This is an optimization exercise on Yosys and OpenROAD, whose aim is small area and a short achievable clock period, not a production implementation.
In this exercise RTL edits were held to simulation tests only and were not proved equivalent to the original.

==> flow/design.v, too long to show whole: its modules and the start of the top module <==
// module FA: 4 lines
// module HA: 4 lines
// module conv_filter: 3522 lines
module conv_filter(input clk, input reset_n, input in_valid, input [3:0] select,
  input [391:0] red_in, input [391:0] green_in, input [391:0] blue_in,
  output reg out_valid, output reg [7:0] red_out, output reg [7:0] green_out, output reg [7:0] blue_out);
  // ...
==> flow/flow/run.sh <==
#!/bin/bash
# The standard layout (standard.sh: standard synthesis, floorplan, place, CTS, route),
# with one change: the buffers that buffer_ports puts on every input and output port are
# sky130_fd_sc_hd__buf_1 instead of the flow's default delay-buffer cell.
set -uo pipefail
export BUFFER_PORTS_ARGS="-buffer_cell sky130_fd_sc_hd__buf_1"
bash standard.sh > standard_flow.log 2>&1
status=$?
# each ORFS step's own log is under orfs/logs; copy them next to this flow's log
mkdir -p step_logs
cp -r orfs/logs/. step_logs/ 2>/dev/null || true
exit $status
==> flow/standard.sh <==
#!/bin/bash
# synth_recipe.tcl (not shown) runs the flow's synth.tcl, then flattens the netlist and writes it again
# the make line also repeats each setting of config.mk as NAME=value (left out here)
make -C /OpenROAD-flow-scripts/flow DESIGN_CONFIG=/design/flow/config.mk WORK_HOME=/design/flow/orfs CLKGATE_MAP_FILE= SYNTH_SCRIPT=/design/flow/synth_recipe.tcl "${@:-finish}"
==> flow/config.mk <==
export PLATFORM = sky130hd
export DESIGN_NAME = conv_filter
export DESIGN_NICKNAME = conv_filter
export VERILOG_FILES = /design/flow/design.v
export SDC_FILE = /design/flow/constraint.sdc
export NUM_CORES = 4
export LEC_CHECK = 0
export CAP_MARGIN = 20
export CORE_AREA = 2 2.72 458 222.72
export CTS_BUF_LIST = sky130_fd_sc_hd__clkbuf_4 sky130_fd_sc_hd__clkbuf_8
export DIE_AREA = 0 0 460 225
export PLACE_DENSITY = 0.7
export SLEW_MARGIN = 20
export SYNTH_HIERARCHICAL = 1
export SYNTH_MINIMUM_KEEP_SIZE = 0
==> flow/constraint.sdc <==
create_clock -name core_clock -period 85.0 [get_ports {clk}]
set_input_delay 17.0000 -clock core_clock [delete_from_list [all_inputs] [get_ports {clk}]]
set_output_delay 17.0000 -clock core_clock [all_outputs]
set_load 0.01 [all_outputs]
==> impl_summary.log, run 1 <==
INFO  metric worstPathRequired = ~86000 ps
INFO  metric globalRouteMet3Util = between 10% and 20%
INFO  metric synthesis.area_per_instance = approximately 14 sq um
INFO  metric setup.reg_to_reg.worst_slack = about 69000 ps
INFO  metric detailedRoute.firstPassIterationCount = 10
INFO  metric die_width = between 400 and 500 um
INFO  metric numCtsBuffers = between 70 and 80
INFO  metric global_route.usage.met2 = 63.16%
INFO  metric seq_area_frac_synth = approximately 18%
INFO  metric synth.lib_cells_used.distinct = 64
INFO  metric clk_pin_slew = around 70 ps
INFO  metric critPathCaptureType = flip-flop
INFO  metric count_of_placed_standard_cells_including_taps = 6317
INFO  metric whs_path_cells = 1
INFO  metric std_cell_rows = 80
INFO  metric timing.critical_path.cells = buf_1 > fa_1 > fa_1 > fa_1 > fa_1 > fa_1
INFO  metric post_synth_edffs = 0
INFO  metric holdBufCountCts = 0
INFO  metric num-nonclk-buffers = between 1000 and 1500
INFO  metric run_status = no timing/DRC/antenna violations
INFO  metric critical_path_startpoint_category = primary input
INFO  metric synth_compound_gate_area_share = a little under a tenth
INFO  metric synth.ff_latch_count = 501
INFO  metric insertion_delay = between 800 and 900 ps
INFO  metric pin_count = approximately 1200
INFO  metric max-slew-margin-rel = approximately a fifth
INFO  metric core = ~99000 sq um
INFO  metric setup.worst_path.end = r2_w1194$_DFF_P_
INFO  metric yosys_most_used_dff = sky130_fd_sc_hd__dfxtp_1
INFO  metric gpl.final_weighted_congestion = around 1.1
==> run 2, diff against run 1 <==
--- a/flow/config.mk
+++ b/flow/config.mk
@@ -8,6 +8,4 @@
 export CAP_MARGIN = 20
-export CORE_AREA = 2 2.72 458 222.72
-export CTS_BUF_LIST = sky130_fd_sc_hd__clkbuf_4 sky130_fd_sc_hd__clkbuf_8
-export DIE_AREA = 0 0 460 225
-export PLACE_DENSITY = 0.7
+export CORE_MARGIN = 2
+export CORE_UTILIZATION = 40
 export SLEW_MARGIN = 20
==> run 2 against run 1 <==
Clock skew down 34 ps. Critical endpoint is now r2_w1234$_DFF_P_. Wire length rose by 26%. Final cell count is 7.4% higher. Still clean on timing, DRC and antenna. First-iteration DRC count increased by 1.7%. Critical path type unchanged. Setup slack worse by 440 ps. Synthesized cell count unchanged. Largest cell class unchanged. Highest routed layer unchanged. Non-clock buffer count grew 9. Synthesized area unchanged.
==> impl_summary.log, run 2 <==
INFO  metric hp-class = reg -> reg
INFO  metric proportion_of_layout_cells_with_a_drive_suffix_above_1 = between 4 and 5%
INFO  metric worstPathRequired = 85540 ps (-110 ps)
INFO  metric cap_violations = 0
INFO  metric fin_worst_skew = approximately 33 ps
INFO  metric hold_path_end = out_valid$_DFF_P_
INFO  metric die_height = approximately 380 um
INFO  metric layout.cells.most_common = sky130_fd_sc_hd__fa_1
INFO  metric cts.htree.levels = 2
INFO  metric dpl.hpwl = between 200 and 250 mm
INFO  metric critPathCaptureType = flip-flop
INFO  metric setup_viol_count_final = 0
INFO  metric via_count_of_the_first_global_routing_pass = 44290
INFO  metric post-cts-setup-buffer-count = 0
INFO  metric layout.nets = 8090
INFO  metric finalWirelength = roughly 270 mm
INFO  metric tritoncts = yes
INFO  metric die_width = 375.4 um (-18%)
INFO  metric worst-r2r-cell-count = 41
INFO  metric floorplan.die_area = roughly 140000 sq um
INFO  metric whs_path_cells = 1 (unchanged)
INFO  metric grt_max_degree = between 70 and 80
INFO  metric synth.ff_latch_count = 501 (unchanged)
INFO  metric pin_count = 1208 (unchanged)
INFO  metric most-common-layout-cells = 1686 x sky130_fd_sc_hd__fa_1, 1207 x sky130_fd_sc_hd__buf_1, 497 x sky130_fd_sc_hd__dfxtp_1
INFO  metric timing.critical_path.slowest_stage_cell = sky130_fd_sc_hd__buf_1
INFO  metric netlist_area = about 55000 sq um
INFO  metric grt_first_pass_wirelength = roughly 370 mm
INFO  metric yosys_most_used_dff = sky130_fd_sc_hd__dfxtp_1
INFO  metric cp_max_fo = 1
INFO  metric finalHoldViolCount = 0
INFO  metric crit_arrival = between 20000 and 25000 ps
INFO  metric synthesis.area_per_instance = 13.91 sq um (unchanged)
INFO  metric postCtsResizedCells = 0
INFO  metric timing_worst_slew_pin_value = 1202 ps
INFO  metric cts_sinks = 501
INFO  metric yosys.cell_count.top_type = sky130_fd_sc_hd__fa_1
INFO  metric post-route-drc-count = 0
INFO  metric insertion_delay = 690 ps (-140 ps)
INFO  metric timing.critical_path.cells = buf_1 > fa_1 > fa_1 > fa_1 > fa_1 > fa_1
INFO  metric n_fill_cell = between 10000 and 15000
INFO  metric numCtsBuffers = 61 (-21%)
INFO  metric gr-usage-all-layers = approximately two fifths
INFO  metric leading_registers_by_flop_count = blue_out x8, green_out x8, red_out x8
INFO  metric setup.reg_to_reg.worst_slack = 69320 ps (+320 ps)
INFO  metric antenna_found_initial = roughly 130
INFO  metric layout_setup_ws = between 60000 and 70000 ps
INFO  metric std_cell_rows = 136 (+70%)
INFO  metric dp_slack = 64740 ps
INFO  metric post_synth_edffs = 0 (unchanged)
INFO  metric synth_common_cells = 1686 x sky130_fd_sc_hd__fa_1, 501 x sky130_fd_sc_hd__dfxtp_1, 320 x sky130_fd_sc_hd__nand2_1
INFO  metric fin_crit_sh = 23.00%
INFO  metric viasPerCell = roughly 5.8
INFO  metric initial_standard_cell_utilization_of_the_core = 40.22%
INFO  metric gpl.final_weighted_congestion = 1.114 (+5.2%)
INFO  metric initialDrtViolationCount = around 5000
INFO  metric clock.fmax = slightly above 50 MHz
INFO  metric hold_slack = 455.5 ps
INFO  metric synth_warnings = 7
INFO  metric detail_route.wl_per_cell = a little under 40 um
INFO  metric cp.buffers_inverters = 1
INFO  metric worst-setup-path-type = in -> reg
INFO  metric synth.lib_cells_used.distinct = 64 (unchanged)
INFO  metric synth_top_cell_area_share = about three fifths
INFO  metric crit_path_frequent_cell = sky130_fd_sc_hd__fa_1
INFO  metric critical_path.max_stage_delay = around 700 ps
INFO  metric grt.overflow.total = 0
INFO  metric finalCriticalPeriod = roughly 20000 ps
INFO  metric reg2reg_to = green_out[7]$_DFF_P_
INFO  metric synthArstFlopShare = 0%
INFO  metric rsz0062_at_grt = no
INFO  metric worst_r2r_startpoint = sel2[3]$_DFF_P_
INFO  metric clk_pin_slew = 70 ps (about the same)
INFO  metric critPathTopFamily = adder cells
INFO  metric synthesis.instances = 3966
INFO  metric run_status = no timing/DRC/antenna violations
INFO  metric netlist.top_cell.by_area = sky130_fd_sc_hd__fa_1
INFO  metric holdBufCountCts = 0 (unchanged)
INFO  metric core = 137200 sq um (+38%)
INFO  metric fin_tns_setup = 0 ps
INFO  metric min-delay-start = v$_DFF_P_
INFO  metric cts_root_buffer = sky130_fd_sc_hd__clkbuf_16
INFO  metric netlist_top_cells_area = sky130_fd_sc_hd__fa_1 61%, sky130_fd_sc_hd__dfxtp_1 18%, sky130_fd_sc_hd__ha_1 3.3%
INFO  metric max-slew-margin-rel = 19.85% (-0.099 points)
INFO  metric area_delta_synth_final = 15.73%
INFO  metric cts-root-to-sink-buffers = 3
INFO  metric timing_max_transition_violations_final = 0
INFO  metric detailedRoute.firstPassIterationCount = 10 (unchanged)
INFO  metric antenna_violating_nets_post_route = 0
INFO  metric critical_path_startpoint_category = primary input
INFO  metric mappedNetlistNets = around 7000
INFO  metric seq_area_frac_synth = 18.18% (unchanged)
INFO  metric io_buffers = 1207
INFO  metric vias = between 40000 and 50000
## run 2: cell counts after synthesis
Identical to the previous run, type by type.
## run 2: how the worst max path moves through the flow
stage | slack [ps] | end | from | depth (start not counted)
2_1_floorplan | 65600 | r2_w1154$_DFF_P_ | green_in[362] | 5
3_3_place_gp | 64690 | r2_w1242$_DFF_P_ | green_in[367] | 6
3_5_place_dp | 64740 | r2_w1242$_DFF_P_ | green_in[367] | 6
4_1_cts | 65450 | r2_w1242$_DFF_P_ | green_in[367] | 6
5_1_grt | 65370 | r2_w1242$_DFF_P_ | green_in[367] | 6
6_report | 65450 | r2_w1234$_DFF_P_ | green_in[366] | 6
## run 2: per-module statistics from Yosys (local to each module, per instance)
module / cells / flip-flops and latches
HA: 1 / 0
FA: 1 / 0
conv_filter: 2172 / 501
## run 2: layout make-up
| class | instances | area (sq um) | area share, % |
|---|---|---|---|
| sequential | 501 | 10040 | 15.72 |
| tap | 1794 | 2245 | 3.516 |
| inverter | 108 | 407.9 | 0.6389 |
| antenna | 60 | 150.1 | 0.2352 |
| clock buffer | 83 | 1739 | 2.724 |
| timing repair buffer | 1276 | 5089 | 7.971 |
| multi-input combinational | 3129 | 43840 | 68.68 |
| clock inverter | 26 | 329.1 | 0.5154 |
## run 2: metal layers
metal | up-vias | track usage [%] | routed length [um]
li1 | 15610 | - | -
met1 | 21980 | 47.30 | 97070
met2 | 2554 | 63.03 | 129900
met3 | 581 | 12.23 | 27730
met4 | 78 | 19.22 | 16970
met5 | - | 0 | 474
## run 2: cell families (layout without fill, tap and decap cells)
group | after synthesis | in the layout | share of synthesized area, %
adders and majority gates | 1830 | 1830 | 64.45
AOI/OAI and AO/OA | 711 | 711 | 9.590
and+or+nand+nor | 541 | 541 | 4.321
DFF | 501 | 501 | 18.18
buffers and inverters | 336 | 1493 | 2.552
muxes | 43 | 43 | 0.8437
xor gates and xnor gates | 4 | 4 | 0.06350
other | 0 | 60 | 0
## run 2: stage by stage
stage / util (%) / cell area (sq um) / cells
2_1_floorplan: - / 55170 / 3966
3_3_place_gp: 44.89 / 61570 / 6806
3_5_place_dp: 44.89 / 61570 / 6806
4_1_cts: 46.40 / 63640 / 6915
5_1_grt: 46.53 / 63810 / 6965
6_report: 46.55 / 63840 / 6977
## run 2: worst register-to-register path: cells and delay by family, from the launching register on
family          cells  cell delay, ps
simple gates        2             480
buf+inv             7            2080
fa+ha+maj          28           11420
flops               1             310
compound gates      4            1210
==> run 3, diff against run 2 <==
==> flow/flow/run.sh (replaced) <==
#!/bin/bash
# The standard layout (standard.sh: standard synthesis, floorplan, place, CTS, route),
# with two changes:
#  - the buffers that buffer_ports puts on every input and output port are
#    sky130_fd_sc_hd__buf_1 instead of the flow's default delay-buffer cell;
#  - clock tree synthesis runs without dummy loads (same arguments as the standard
#    cts.tcl, with the buffer list from config.mk, plus -dont_use_dummy_load).
set -uo pipefail
export BUFFER_PORTS_ARGS="-buffer_cell sky130_fd_sc_hd__buf_1"
export CTS_ARGS="-sink_clustering_enable -repair_clock_nets -buf_list {sky130_fd_sc_hd__clkbuf_4 sky130_fd_sc_hd__clkbuf_8} -dont_use_dummy_load"
bash standard.sh > standard_flow.log 2>&1
status=$?
# each ORFS step's own log is under orfs/logs; copy them next to this flow's log
mkdir -p step_logs
cp -r orfs/logs/. step_logs/ 2>/dev/null || true
exit $status
==> run 3 against run 2 <==
Still clean on timing, DRC and antenna. Synthesized area did not move. Via count barely moved. Final cell count barely moved. Maximum frequency rose by 0.33%. Global-route usage rose by 0.13 points. Hold slack got worse by 20 ps. Non-clock buffer count did not move. Final area fell by 1.2%. First-iteration DRC count fell by 0.66%. Critical endpoint is now r2_w1242$_DFF_P_. Largest cell class unchanged. Highest routed layer unchanged.
==> impl_summary.log, run 3 <==
INFO  metric die_height = 375.4 um (unchanged)
INFO  metric postCtsResizedCells = 0 (unchanged)
INFO  metric gpl.final_weighted_congestion = 1.114 (unchanged)
INFO  metric viasPerCell = 5.846 (about the same)
INFO  metric synth.lib_cells_used.distinct = 64 (unchanged)
INFO  metric max-slew-margin-rel = 20.20% (+0.35 points)
INFO  metric critical_path.max_stage_delay = 710 ps (about the same)
INFO  metric cp_max_fo = 1 (unchanged)
INFO  metric grt_first_pass_wirelength = 369.4 mm (about the same)
INFO  metric timing.critical_path.cells = buf_1 > fa_1 > fa_1 > fa_1 > fa_1 > fa_1
INFO  metric cts.htree.levels = 3 (+1)
INFO  metric netlist_top_cells_area = sky130_fd_sc_hd__fa_1 61%, sky130_fd_sc_hd__dfxtp_1 18%, sky130_fd_sc_hd__ha_1 3.3%
INFO  metric detail_route.wl_per_cell = 39.06 um (+0.15%)
INFO  metric antenna_violating_nets_post_route = 0 (unchanged)
INFO  metric netlist.top_cell.by_area = sky130_fd_sc_hd__fa_1
INFO  metric cts_sinks = 501 (unchanged)
INFO  metric timing_worst_slew_pin_value = 1197 ps (-5.190 ps)
INFO  metric cts-root-to-sink-buffers = 3 (unchanged)
INFO  metric insertion_delay = 760 ps (+70 ps)
INFO  metric yosys_most_used_dff = sky130_fd_sc_hd__dfxtp_1
INFO  metric cts_root_buffer = sky130_fd_sc_hd__clkbuf_8
INFO  metric fin_tns_setup = 0 ps (unchanged)
INFO  metric layout.nets = 8122 (+0.40%)
INFO  metric synthesis.instances = 3966 (unchanged)
INFO  metric antenna_found_initial = 131 (+3.1%)
INFO  metric hold_slack = 435.8 ps (-19.71 ps)
INFO  metric mappedNetlistNets = 6979 (unchanged)
INFO  metric synth.ff_latch_count = 501 (unchanged)
INFO  metric dp_slack = 64740 ps (unchanged)
INFO  metric timing.critical_path.slowest_stage_cell = sky130_fd_sc_hd__buf_1
INFO  metric tritoncts = yes
INFO  metric detailedRoute.firstPassIterationCount = 10 (unchanged)
INFO  metric synth_top_cell_area_share = 61.18% (unchanged)
INFO  metric synth_common_cells = 1686 x sky130_fd_sc_hd__fa_1, 501 x sky130_fd_sc_hd__dfxtp_1, 320 x sky130_fd_sc_hd__nand2_1
INFO  metric fin_crit_sh = 22.93% (-0.076 points)
INFO  metric pin_count = 1208 (unchanged)
INFO  metric via_count_of_the_first_global_routing_pass = 44560 (+0.61%)
INFO  metric finalHoldViolCount = 0 (unchanged)
INFO  metric layout.cells.most_common = sky130_fd_sc_hd__fa_1
INFO  metric synthesis.area_per_instance = 13.91 sq um (unchanged)
INFO  metric synthArstFlopShare = 0% (unchanged)
INFO  metric critPathCaptureType = flip-flop
INFO  metric yosys.cell_count.top_type = sky130_fd_sc_hd__fa_1
INFO  metric layout_setup_ws = 65510 ps (+64.20 ps)
INFO  metric holdBufCountCts = 0 (unchanged)
INFO  metric worstPathRequired = 85620 ps (+80 ps)
INFO  metric leading_registers_by_flop_count = blue_out x8, green_out x8, red_out x8
INFO  metric post_synth_edffs = 0 (unchanged)
INFO  metric rsz0062_at_grt = no
INFO  metric seq_area_frac_synth = 18.18% (unchanged)
INFO  metric gr-usage-all-layers = 39.12% (+0.13 points)
INFO  metric grt_max_degree = 73 (unchanged)
INFO  metric vias = 40780 (-0.044%)
INFO  metric post-route-drc-count = 0 (unchanged)
INFO  metric clock.fmax = 51.31 MHz (+0.33%)
INFO  metric core = 137200 sq um (unchanged)
INFO  metric hp-class = reg -> reg
INFO  metric finalWirelength = 272.5 mm (+0.14%)
INFO  metric numCtsBuffers = 93 (+52%)
INFO  metric critical_path_startpoint_category = primary input
INFO  metric clk_pin_slew = 60 ps (about the same)
INFO  metric std_cell_rows = 136 (unchanged)
INFO  metric grt.overflow.total = 0 (unchanged)
INFO  metric initial_standard_cell_utilization_of_the_core = 40.22% (unchanged)
INFO  metric post-cts-setup-buffer-count = 0 (unchanged)
INFO  metric worst-setup-path-type = in -> reg
INFO  metric most-common-layout-cells = 1686 x sky130_fd_sc_hd__fa_1, 1207 x sky130_fd_sc_hd__buf_1, 497 x sky130_fd_sc_hd__dfxtp_1
INFO  metric die_width = 375.4 um (unchanged)
INFO  metric regArea = 10040 sq um (unchanged)
INFO  metric dpl.hpwl = 237.6 mm (unchanged)
INFO  metric cap_violations = 0 (unchanged)
INFO  metric run_status = no timing/DRC/antenna violations
INFO  metric netlist_area = 55170 sq um (unchanged)
INFO  metric timing_max_transition_violations_final = 0 (unchanged)
INFO  metric setup_viol_count_final = 0 (unchanged)
INFO  metric multi_input_comb_area = 43840 sq um (unchanged)
INFO  metric synth_warnings = 7 (unchanged)
INFO  metric fin_worst_skew = 63.75 ps (+30.45 ps)
INFO  metric proportion_of_layout_cells_with_a_drive_suffix_above_1 = 4.562% (-0.12 points)
INFO  metric floorplan.die_area = 140900 sq um (unchanged)
INFO  metric utilization = 46.00% (-0.55 points)
INFO  metric initialDrtViolationCount = 4993 (-0.66%)
INFO  metric area_delta_synth_final = 14.35%
INFO  metric crit_arrival = 20100 ps (about the same)
INFO  metric io_buffers = 1207 (unchanged)
INFO  metric crit_path_frequent_cell = sky130_fd_sc_hd__fa_1
INFO  metric finalCriticalPeriod = 19490 ps (-64.20 ps)
INFO  metric n_fill_cell = 12880 (+0.49%)
[run 3: stage by stage]
stage               instances  instance area [sq um]
finish                   6976                  63080
global route             6961                  63050
CTS                      6899                  62850
detailed placement       6806                  61570
global placement         6806                  61570
floorplan                3966                  55170
[run 3: layer usage]
layer / vias to the layer above / routed length, um / global-route usage (%)
li1: 15620 / - / -
met1: 21780 / 95980 / 47.13
met2: 2687 / 128700 / 62.08
met3: 636 / 29320 / 12.59
met4: 58 / 18100 / 21.94
met5: - / 345 / 0.7890
[run 3: critical path, delay by kind of cell]
| family | cells | cell delay (ps) |
|---|---|---|
| adders and majority gates | 5 | 2370 |
| buffers and inverters | 1 | 710 |
[run 3: modules after synthesis (local to each module, per instance)]
module / flops+latches / copies in the design
conv_filter: 501 / 1
FA: 0 / 1686
HA: 0 / 108
[run 3: logic make-up (layout without fill, tap and decap cells)]
logic type / after synthesis / after routing / synth area share [%]
simple gates: 541 / 541 / 4.321
other cells: 0 / 75 / 0
compound gates: 711 / 711 / 9.590
buf+inv: 336 / 1477 / 2.552
fa+ha+maj: 1830 / 1830 / 64.45
mux: 43 / 43 / 0.8437
xor+xnor: 4 / 4 / 0.06350
flops: 501 / 501 / 18.18
[run 3: final timing paths]
| check | cells after the start | slack, ps | start | endpoint |
|---|---|---|---|---|
| worst min-delay path | 1 | 440 | v$_DFF_P_ | out_valid$_DFF_P_ |
| worst max register to register | 41 | 69420 | sel2[3]$_DFF_P_ | green_out[7]$_DFF_P_ |
| worst max-delay path | 6 | 65510 | green_in[367] | r2_w1242$_DFF_P_ |
| worst min register to register | 1 | 440 | v$_DFF_P_ | out_valid$_DFF_P_ |
[run 3: area by class of cell]
class | count | area share, %
Sequential cell | 501 | 15.91
Antenna cell | 75 | 0.2975
Clock buffer | 93 | 2.029
Tap cell | 1794 | 3.558
Timing Repair Buffer | 1276 | 8.055
Multi-Input combinational cell | 3129 | 69.50
Inverter | 108 | 0.6466

[static timing again, ports no longer ideal]
The flow's constraints put no driver on any port. The routed layouts listed below were extracted and timed again, unchanged, in two steps. Step 1 assumes that a clkbuf_16 drives the clock port and a buf_2 every other input. Step 2, shift: input delay + t, output delay - t, t = (earliest + latest rising clock arrival at the registers) / 2. This alone moves slack from input paths to output paths. Slacks: ideal ports / drivers / drivers and shift; pairs: ideal ports / drivers.
run | t, ns | setup slack, ns | hold slack, ns | worst setup path after step 2 | clock arrival spread, ns
run 1 | 0.853 | 65.889 / 65.916 / 65.064 | 0.454 / 0.454 / 0.454 | input to register | 0.069 / 0.069
run 2 | 0.760 | 65.447 / 65.494 / 64.734 | 0.456 / 0.456 / 0.456 | input to register | 0.040 / 0.040
run 3 | 0.828 | 65.512 / 65.564 / 64.736 | 0.436 / 0.436 / 0.436 | input to register | 0.083 / 0.084
After both steps every run listed still meets setup and hold. The setup slack of run 1, which loses most, moves by +0.027 ns with the drivers and by -0.825 ns with both steps.
